From an optimization exercise on the open Yosys and OpenROAD flow, aimed at a short achievable clock period and few clock cycles; shortcuts taken in it are not production practice. RTL that was checked went through simulation tests only; none was proved equivalent to the original.

==> raven <==
// riscv
module riscv(
	input	wire		clk,
	input	wire		rst,		 
	input	wire	[31:0]	inst_i,		 
	output	wire	[31:0]	inst_addr_o,	 
	output	wire		inst_ce_o,	 
	input	wire	[31:0]	data_i,		 
	output	wire		data_we_o,	 
	output	wire		data_ce_o,	 
	output	wire	[31:0]	data_addr_o,	 
	output	wire	[31:0]	data_o		 
);
Settings: LEC_CHECK=0, CAP_MARGIN=20, CORE_MARGIN=2, CORE_UTILIZATION=40, CTS_CLUSTER_DIAMETER=150, CTS_CLUSTER_SIZE=20, PLACE_DENSITY=0.6, SLEW_MARGIN=20, SYNTH_HIERARCHICAL=1, TNS_END_PERCENT=100; clock period 10.0 ns.
standard.sh (not shown) runs the stock make flow with config.mk's settings and CLKGATE_MAP_FILE= SYNTH_SCRIPT=/design/flow/synth_recipe.tcl, a recipe that flattens the netlist after the stock synthesis.
==> flow/flow/run.sh <==
#!/bin/bash
set -u
bash standard.sh SETUP_SLACK_MARGIN=6.7 finish > standard_flow.log 2>&1
==> inputs of harbor, as changes to raven <==
--- a/flow/design.v
+++ b/flow/design.v
@@ -23,34 +23,24 @@
 	r = 1'b0;
 	for (i = 0; i < 16; i = i + 1) begin
 		t = t | ({12{match_o[i]}} & tgt_i[i*12 +: 12]);
 		c = c | ({2{match_o[i]}} & ctr_i[i*2 +: 2]);
 		r = r | (match_o[i] & ret_i[i]);
 	end
 end
-wire	[16-1:0]	match_p;
-riscv_if_match MP(.pcn_i(pcn_i), .v_i(v_i), .tag_i(tag_i), .match_o(match_p));
-riscv_if_match MT(.pcn_i(pcn_i), .v_i(v_i), .tag_i(tag_i), .match_o(match_o));
-assign	hit_o  = |match_p;
-assign	pred_o = |(match_p & tk_i);
-assign	ctr_o  = c;
-assign	ptgt_o = r ? ras_i : t;
-endmodule
-module riscv_if_match(
-	input	[12+1:2]		pcn_i,	 
-	input	[16-1:0]		v_i,
-	input	[16*12-1:0]	tag_i,
-	output	[16-1:0]		match_o
-);
 genvar gi;
 generate
 	for (gi = 0; gi < 16; gi = gi + 1) begin : g_m
 		assign match_o[gi] = v_i[gi] & (tag_i[gi*12 +: 12] == ~pcn_i);
 	end
 endgenerate
+assign	hit_o  = |match_o;
+assign	pred_o = |(match_o & tk_i);
+assign	ctr_o  = c;
+assign	ptgt_o = r ? ras_i : t;
 endmodule
 module riscv_if_static(
 	input	[31:0]		pc_i,
 	input	[31:0]		inst_i,
 	input	[12+1:2]	ras_i,
 	input			fus_i,		 
 	input	[31:0]		epc_i,		 
@@ -359,30 +349,30 @@
 );
 assign	s_o = p_i ^ {~nc_i[30:0], SUB ? 1'b1 : 1'b0};
 endmodule
 module riscv_ex(
 	input		valid_i,
 	input		btaken_i,	 
 	input	[31:0]	jsum_i,		 
-	input		jne_i,		 
+	input		jok_i,		 
 	input	[31:0]	btgt_i,		 
-	input		bne_i,		 
+	input		bok_i,		 
 	input	[31:0]	pc4_i,
 	input		br_i,
 	input		jal_i,
 	input		jalr_i,
 	input		pred_i,		 
 	output		mispred_o,
 	output		taken_o,
 	output	[31:0]	tgt_o,
 	output	[31:0]	redir_o
 );
-wire	mis_t   = ~pred_i | bne_i;
+wire	mis_t   = ~(pred_i & bok_i);
 wire	mis_oth = jal_i  ? mis_t :
-		  jalr_i ? (~pred_i | jne_i) : pred_i;
+		  jalr_i ? ~(pred_i & jok_i) : pred_i;
 wire	mis_br  = btaken_i ? mis_t : pred_i;
 assign	mispred_o = valid_i & (br_i ? mis_br : mis_oth);
 assign	taken_o   = jal_i | jalr_i | (br_i & btaken_i);
 assign	tgt_o     = jalr_i ? {jsum_i[31:1], 1'b0} : btgt_i;
 assign	redir_o   = br_i ? (btaken_i ? btgt_i : pc4_i) : (jal_i | jalr_i) ? tgt_o : pc4_i;
 endmodule
 module riscv_ex_cmp(
@@ -449,23 +439,23 @@
 assign	taken_o = (brc_i[0] & eq_o) | (brc_i[1] & ~eq_o) | (brc_i[2] & lts_o) | (brc_i[3] & ~lts_o) |
 		  (brc_i[4] & ltu_o) | (brc_i[5] & ~ltu_o);
 endmodule
 module riscv_ex_sumeq(
 	input	[31:0]	a_i,
 	input	[31:0]	b_i,
 	input	[31:0]	k_i,
-	output		ne_o
+	output		eq_o
 );
 wire	[31:0]	x, r, g;
 wire	[30:0]	ok;
 riscv_ex_xor2 X1(.a_i(a_i), .b_i(b_i), .y_o(x));
 riscv_ex_xor2 X2(.a_i(x), .b_i(k_i), .y_o(r));
 riscv_ex_sumeq_g G(.a_i(a_i), .b_i(b_i), .x_i(x), .r_i(r), .g_o(g));
 riscv_ex_sumeq_ok K(.r_i(r), .g_i(g), .a0_i(a_i[0]), .b0_i(b_i[0]), .ok_o(ok));
-riscv_ex_and31 A(.x_i(ok), .yn_o(ne_o));
+riscv_ex_and31 A(.x_i(ok), .y_o(eq_o));
 endmodule
 module riscv_ex_xor2(
 	input	[31:0]	a_i,
 	input	[31:0]	b_i,
 	output	[31:0]	y_o
 );
 assign	y_o = a_i ^ b_i;
@@ -486,21 +476,23 @@
 	input		b0_i,
 	output	[30:0]	ok_o
 );
 assign	ok_o = {~(r_i[31:2] ^ g_i[30:1]), ~(r_i[1] ^ (a0_i & b0_i))};
 endmodule
 module riscv_ex_and31(
 	input	[30:0]	x_i,
-	output		yn_o
+	output		y_o
 );
 wire	[7:0]	n1;
-wire	[3:0]	a2;
+wire	[1:0]	a2;
+wire		n3;
 riscv_ex_nand4 #(.W(8)) L1(.x_i({1'b1, x_i}), .y_o(n1));
-riscv_ex_nor2  #(.W(4)) L2(.x_i(n1), .y_o(a2));
-riscv_ex_nand4 #(.W(1)) L3(.x_i(a2), .y_o(yn_o));
+riscv_ex_nor4  #(.W(2)) L2(.x_i(n1), .y_o(a2));
+riscv_ex_nand2 #(.W(1)) L3(.x_i(a2), .y_o(n3));
+assign	y_o = ~n3;
 endmodule
 module riscv_ex_nand4 #(
 	parameter W = 1
 )(
 	input	[4*W-1:0]	x_i,
 	output	[W-1:0]		y_o
 );
@@ -689,14 +681,25 @@
 	output	wire	[31:0]	data_o		 
 );
 assign	inst_ce_o = 1'b1;
 assign	data_ce_o = 1'b1;
 reg	[31:0]	pc_out;
 reg	[31:0]	pc;
 reg	[12+1:2]	pc_btb_n;	 
+reg		d_valid;
+reg	[31:0]	d_inst;
+reg	[31:0]	d_pc;
+reg	[31:0]	d_pc4;
+reg		d_pred;		 
+reg	[31:2]	d_ptgt;		 
+reg		d_hit;
+reg	[16-1:0]	d_match;
+reg	[1:0]	d_ctr;
+reg	[2:0]	d_it, d_tr;
+reg		d_lc;
 reg		e_valid;
 reg	[31:0]	e_pc;
 reg	[31:0]	e_pc4;
 reg	[31:0]	e_a;		 
 reg	[31:0]	e_b;		 
 reg	[31:0]	e_s;		 
 reg	[31:0]	e_timm;		 
@@ -770,29 +773,29 @@
 	.diff_i(diff),
 	.ltu_i(ltu),
 	.lts_i(lts),
 	.res_o(res)
 );
 wire	[31:0]	e_pfull = {e_ptgt, 2'b00};
 wire	[31:0]	btgt;
-wire		jne, bne;
+wire		jok, bok;
 riscv_alu_add BTGT(.a_i(e_pc), .b_i(e_timm), .s_o(btgt));
-riscv_ex_sumeq JOK(.a_i(e_a), .b_i(e_b), .k_i(e_pfull), .ne_o(jne));
-riscv_ex_sumeq BOK(.a_i(e_pc), .b_i(e_timm), .k_i(e_pfull), .ne_o(bne));
+riscv_ex_sumeq JOK(.a_i(e_a), .b_i(e_b), .k_i(e_pfull), .eq_o(jok));
+riscv_ex_sumeq BOK(.a_i(e_pc), .b_i(e_timm), .k_i(e_pfull), .eq_o(bok));
 wire		mispred;
 wire		act_taken;
 wire	[31:0]	act_tgt;
 wire	[31:0]	redir_pc;
 riscv_ex BR(
 	.valid_i(e_valid),
 	.btaken_i(btaken),
 	.jsum_i(sum),
-	.jne_i(jne),
+	.jok_i(jok),
 	.btgt_i(btgt),
-	.bne_i(bne),
+	.bok_i(bok),
 	.pc4_i(e_pc4),
 	.br_i(e_br),
 	.jal_i(e_jal),
 	.jalr_i(e_jalr),
 	.pred_i(e_pred),
 	.mispred_o(mispred),
 	.taken_o(act_taken),
@@ -802,15 +805,15 @@
 wire	[4:0]	rd, rs1, rs2;
 wire		d_lui, d_auipc, d_jal, d_jalr, d_br, d_load, d_store;
 wire		d_use1, d_use2, d_wr, d_rs2b, d_call, d_ret;
 wire	[31:0]	d_imm, d_timm;
 wire	[5:0]	d_brc;
 wire	[11-1:0]	d_op;
 riscv_id DEC(
-	.inst_i(inst_i),
+	.inst_i(d_inst),
 	.rd_o(rd),
 	.rs1_o(rs1),
 	.rs2_o(rs2),
 	.lui_o(d_lui),
 	.auipc_o(d_auipc),
 	.jal_o(d_jal),
 	.jalr_o(d_jalr),
@@ -835,34 +838,35 @@
 	for (gi = 1; gi < 32; gi = gi + 1) begin : g_rf
 		assign rf_flat[gi*32 +: 32] = rf[gi] & {32{rf_v[gi]}};
 	end
 endgenerate
 wire	[31:0]	rf1, rf2;
 riscv_register RD1(.rf_i(rf_flat), .idx_i(rs1), .val_o(rf1));
 riscv_register RD2(.rf_i(rf_flat), .idx_i(rs2), .val_o(rf2));
-wire	h1e, h1m, h2e, h2m, stall;
+wire	h1e, h1m, h2e, h2m, stall_raw;
 riscv_stall HAZ(
 	.rs1_i(rs1),
 	.rs2_i(rs2),
 	.use1_i(d_use1),
 	.use2_i(d_use2),
 	.e_fwd_i(e_valid & e_we),
 	.e_load_i(e_valid & e_load & e_we),
 	.e_rd_i(e_rd),
 	.m_fwd_i(m_valid & m_we),
 	.m_rd_i(m_rd),
 	.h1e_o(h1e),
 	.h1m_o(h1m),
 	.h2e_o(h2e),
 	.h2m_o(h2m),
-	.stall_o(stall)
+	.stall_o(stall_raw)
 );
+wire	stall = d_valid & stall_raw;
 wire	a_reg = ~d_auipc & ~d_lui;
 wire	[31:0]	pre_a, pre_b, pre_s, opa, opb, ops;
-riscv_forward_pre PA(.sel_m_i(a_reg & h1m), .sel_x_i(d_auipc), .m_i(m_val), .x_i(pc), .val_o(pre_a));
+riscv_forward_pre PA(.sel_m_i(a_reg & h1m), .sel_x_i(d_auipc), .m_i(m_val), .x_i(d_pc), .val_o(pre_a));
 riscv_forward_pre PB(.sel_m_i(d_rs2b & h2m), .sel_x_i(~d_rs2b), .m_i(m_val), .x_i(d_imm), .val_o(pre_b));
 riscv_forward_pre PS(.sel_m_i(h2m), .sel_x_i(1'b0), .m_i(m_val), .x_i(32'd0), .val_o(pre_s));
 riscv_forward FA(.sel_e_i(a_reg & h1e), .e_i(res), .sel_r_i(a_reg & ~h1m), .r_i(rf1), .o_i(pre_a), .val_o(opa));
 riscv_forward FB(.sel_e_i(d_rs2b & h2e), .e_i(res), .sel_r_i(d_rs2b & ~h2m), .r_i(rf2), .o_i(pre_b), .val_o(opb));
 riscv_forward FS(.sel_e_i(h2e), .e_i(res), .sel_r_i(~h2m), .r_i(rf2), .o_i(pre_s), .val_o(ops));
 wire	[16*12-1:0]	bt_flat;
 wire	[16*12-1:0]	bg_flat;
@@ -902,48 +906,49 @@
 	.pred_o(f_pred),
 	.ctr_o(f_ctr),
 	.ptgt_o(f_ptgt)
 );
 wire		s_pred;
 wire	[31:2]	s_tgt;
 riscv_if_static SP(
-	.pc_i(pc),
-	.inst_i(inst_i),
+	.pc_i(d_pc),
+	.inst_i(d_inst),
 	.ras_i(ras0),
 	.fus_i(d_jalr & e_auipc & h1e),
 	.epc_i(e_pc),
 	.esum_i(sum[31:12]),
 	.pred_o(s_pred),
 	.tgt_o(s_tgt)
 );
-wire	s_use = ~f_hit & s_pred;
+wire	s_use = ~d_hit & s_pred;
+wire	dred  = d_valid & s_use & ~stall;
 wire	[31:0]	next_pc, next_pc_out, next_pc_b, next_pc_s, next_pc_so, pc4;
 riscv_wb NPC(
 	.pc_i(pc),
 	.stall_i(stall),
 	.pred_i(f_pred),
 	.ptgt_i(f_ptgt),
 	.next_o(next_pc_b),
 	.pc4_o(pc4)
 );
 riscv_wb_s NPCS(
 	.en_i(1'b1),
-	.stall_i(stall),
-	.pred_i(f_pred),
-	.spred_i(s_use),
+	.stall_i(1'b0),
+	.pred_i(1'b0),
+	.spred_i(dred),
 	.stgt_i(s_tgt),
 	.next_i(next_pc_b),
 	.next_o(next_pc_s)
 );
 riscv_wb_f NPCF(.mispred_i(mispred), .redir_i(redir_pc), .next_i(next_pc_s), .next_o(next_pc));
 riscv_wb_s NPCSO(
 	.en_i(~rst),
-	.stall_i(stall),
-	.pred_i(f_pred),
-	.spred_i(s_use),
+	.stall_i(1'b0),
+	.pred_i(1'b0),
+	.spred_i(dred),
 	.stgt_i(s_tgt),
 	.next_i(next_pc_b),
 	.next_o(next_pc_so)
 );
 riscv_wb_f NPCFO(.mispred_i(mispred), .redir_i(redir_pc), .next_i(next_pc_so), .next_o(next_pc_out));
 always @(posedge clk) begin
 	pc_out   <= next_pc_out;
@@ -953,24 +958,49 @@
 	if (rst) begin
 		pc <= 32'd0;
 	end else begin
 		pc <= next_pc;
 	end
 end
 assign	inst_addr_o = pc_out;
+wire	d_take = ~stall | mispred;
+always @(posedge clk or posedge rst) begin
+	if (rst) begin
+		d_valid <= 1'b0;
+	end else if (mispred | dred) begin
+		d_valid <= 1'b0;
+	end else if (~stall) begin
+		d_valid <= 1'b1;
+	end
+end
+always @(posedge clk) begin
+	if (d_take) begin
+		d_inst  <= inst_i;
+		d_pc    <= pc;
+		d_pc4   <= pc4;
+		d_pred  <= f_pred;
+		d_ptgt  <= {pc[31:12+2], f_ptgt};
+		d_hit   <= f_hit;
+		d_match <= f_match;
+		d_ctr   <= f_ctr;
+		d_it    <= f_it;
+		d_tr    <= f_tr;
+		d_lc    <= |(f_match & btb_lc);
+	end
+end
 always @(posedge clk or posedge rst) begin
 	if (rst) begin
 		e_valid <= 1'b0;
 	end else begin
-		e_valid <= ~mispred & ~stall;
+		e_valid <= d_valid & ~mispred & ~stall;
 	end
 end
 always @(posedge clk) begin
-	e_pc    <= pc;
-	e_pc4   <= pc4;
+	e_pc    <= d_pc;
+	e_pc4   <= d_pc4;
 	e_a     <= opa;
 	e_b     <= opb;
 	e_s     <= ops;
 	e_timm  <= d_timm;
 	e_rd    <= rd;
 	e_we    <= d_wr & (rd != 5'd0);
 	e_load  <= d_load;
@@ -979,22 +1009,22 @@
 	e_jal   <= d_jal;
 	e_jalr  <= d_jalr;
 	e_auipc <= d_auipc;
 	e_call  <= d_call;
 	e_ret   <= d_ret;
 	e_brc   <= d_brc;
 	e_op    <= d_op;
-	e_pred  <= f_pred | s_use;
-	e_ptgt  <= f_hit ? {pc[31:12+2], f_ptgt} : s_tgt;
-	e_hit   <= f_hit;
-	e_match <= f_match;
-	e_ctr   <= f_ctr;
-	e_it    <= f_it;
-	e_tr    <= f_tr;
-	e_lc    <= |(f_match & btb_lc);
+	e_pred  <= d_pred | s_use;
+	e_ptgt  <= d_hit ? d_ptgt : s_tgt;
+	e_hit   <= d_hit;
+	e_match <= d_match;
+	e_ctr   <= d_ctr;
+	e_it    <= d_it;
+	e_tr    <= d_tr;
+	e_lc    <= d_lc;
 end
 always @(posedge clk or posedge rst) begin
 	if (rst) begin
 		m_valid  <= 1'b0;
 	end else begin
 		m_valid  <= e_valid;
 	end
@@ -1086,27 +1116,29 @@
 			btb_ctr[j] <= u_ctr;
 			btb_it[j]  <= u_it;
 			btb_tr[j]  <= u_tr;
 			btb_lc[j]  <= u_lc;
 		end
 	end
 end
+wire	r_call = e_valid & e_call;
+wire	r_pop  = e_valid & e_ret;
 always @(posedge clk or posedge rst) begin
 	if (rst) begin
 		ras0 <= {12{1'b0}};
 		ras1 <= {12{1'b0}};
 		ras2 <= {12{1'b0}};
 		ras3 <= {12{1'b0}};
-	end else if (u_call & u_pop) begin
-		ras0 <= u_link;
-	end else if (u_call) begin
-		ras0 <= u_link;
+	end else if (r_call & r_pop) begin
+		ras0 <= e_pc4[12+1:2];
+	end else if (r_call) begin
+		ras0 <= e_pc4[12+1:2];
 		ras1 <= ras0;
 		ras2 <= ras1;
 		ras3 <= ras2;
-	end else if (u_pop) begin
+	end else if (r_pop) begin
 		ras0 <= ras1;
 		ras1 <= ras2;
 		ras2 <= ras3;
 	end
 end
 endmodule
==> comparison <==
harbor finished with timing, DRC and antenna clean. raven passed the timing, DRC and antenna checks. Clock skew: harbor is lower than raven (0.031 ns). In raven the first-iteration DRC count is larger than in harbor, by 4.9%. Of harbor and raven, harbor has the higher worst setup slack (gap 0.019 ns). Of harbor and raven, harbor has the higher sequential share of layout area (gap 4.5 points). Of raven and harbor, harbor has the higher clock-buffer cell count (gap 13). Via count: harbor is lower than raven (2.8%). In raven the global-route usage is higher than in harbor, by 1.6 points.
Testbench counts of raven, summed over its fixed seeds: cycles 149,965.
No functional check of the RTL was part of harbor.

what the ideal ports hide:
In the flow no input, the clock included, has a driving cell. The finished layouts below were timed again as built, in two steps. Step 1 assumes that a clkbuf_16 drives the clock port and a buf_2 every other input. Step 2 moves the port delays by t, midway between the first and last clock arrival at a register: inputs arrive t later, outputs are due t later. That takes back most of the time a late clock gives input paths. Slacks: ideal / step 1 / step 2; pairs: ideal / step 1.
run | shift t [ns] | slack for setup (ns) | latest minus earliest clock arrival (ns) | slew at the worst register clock pin (ns) | worst data-port slew with drivers (ns)
raven | 1.008 | 6.212 / 6.240 / 5.232 | 0.127 / 0.127 | 0.11 / 0.11 | 0.24
harbor | 0.932 | 6.231 / 6.231 / 5.958 | 0.094 / 0.095 | 0.11 / 0.11 | 0.07
After both steps setup and hold are still met in every run listed. For raven, which loses most, drivers alone change the setup slack by +0.028 ns; drivers and shift together by -0.980 ns.
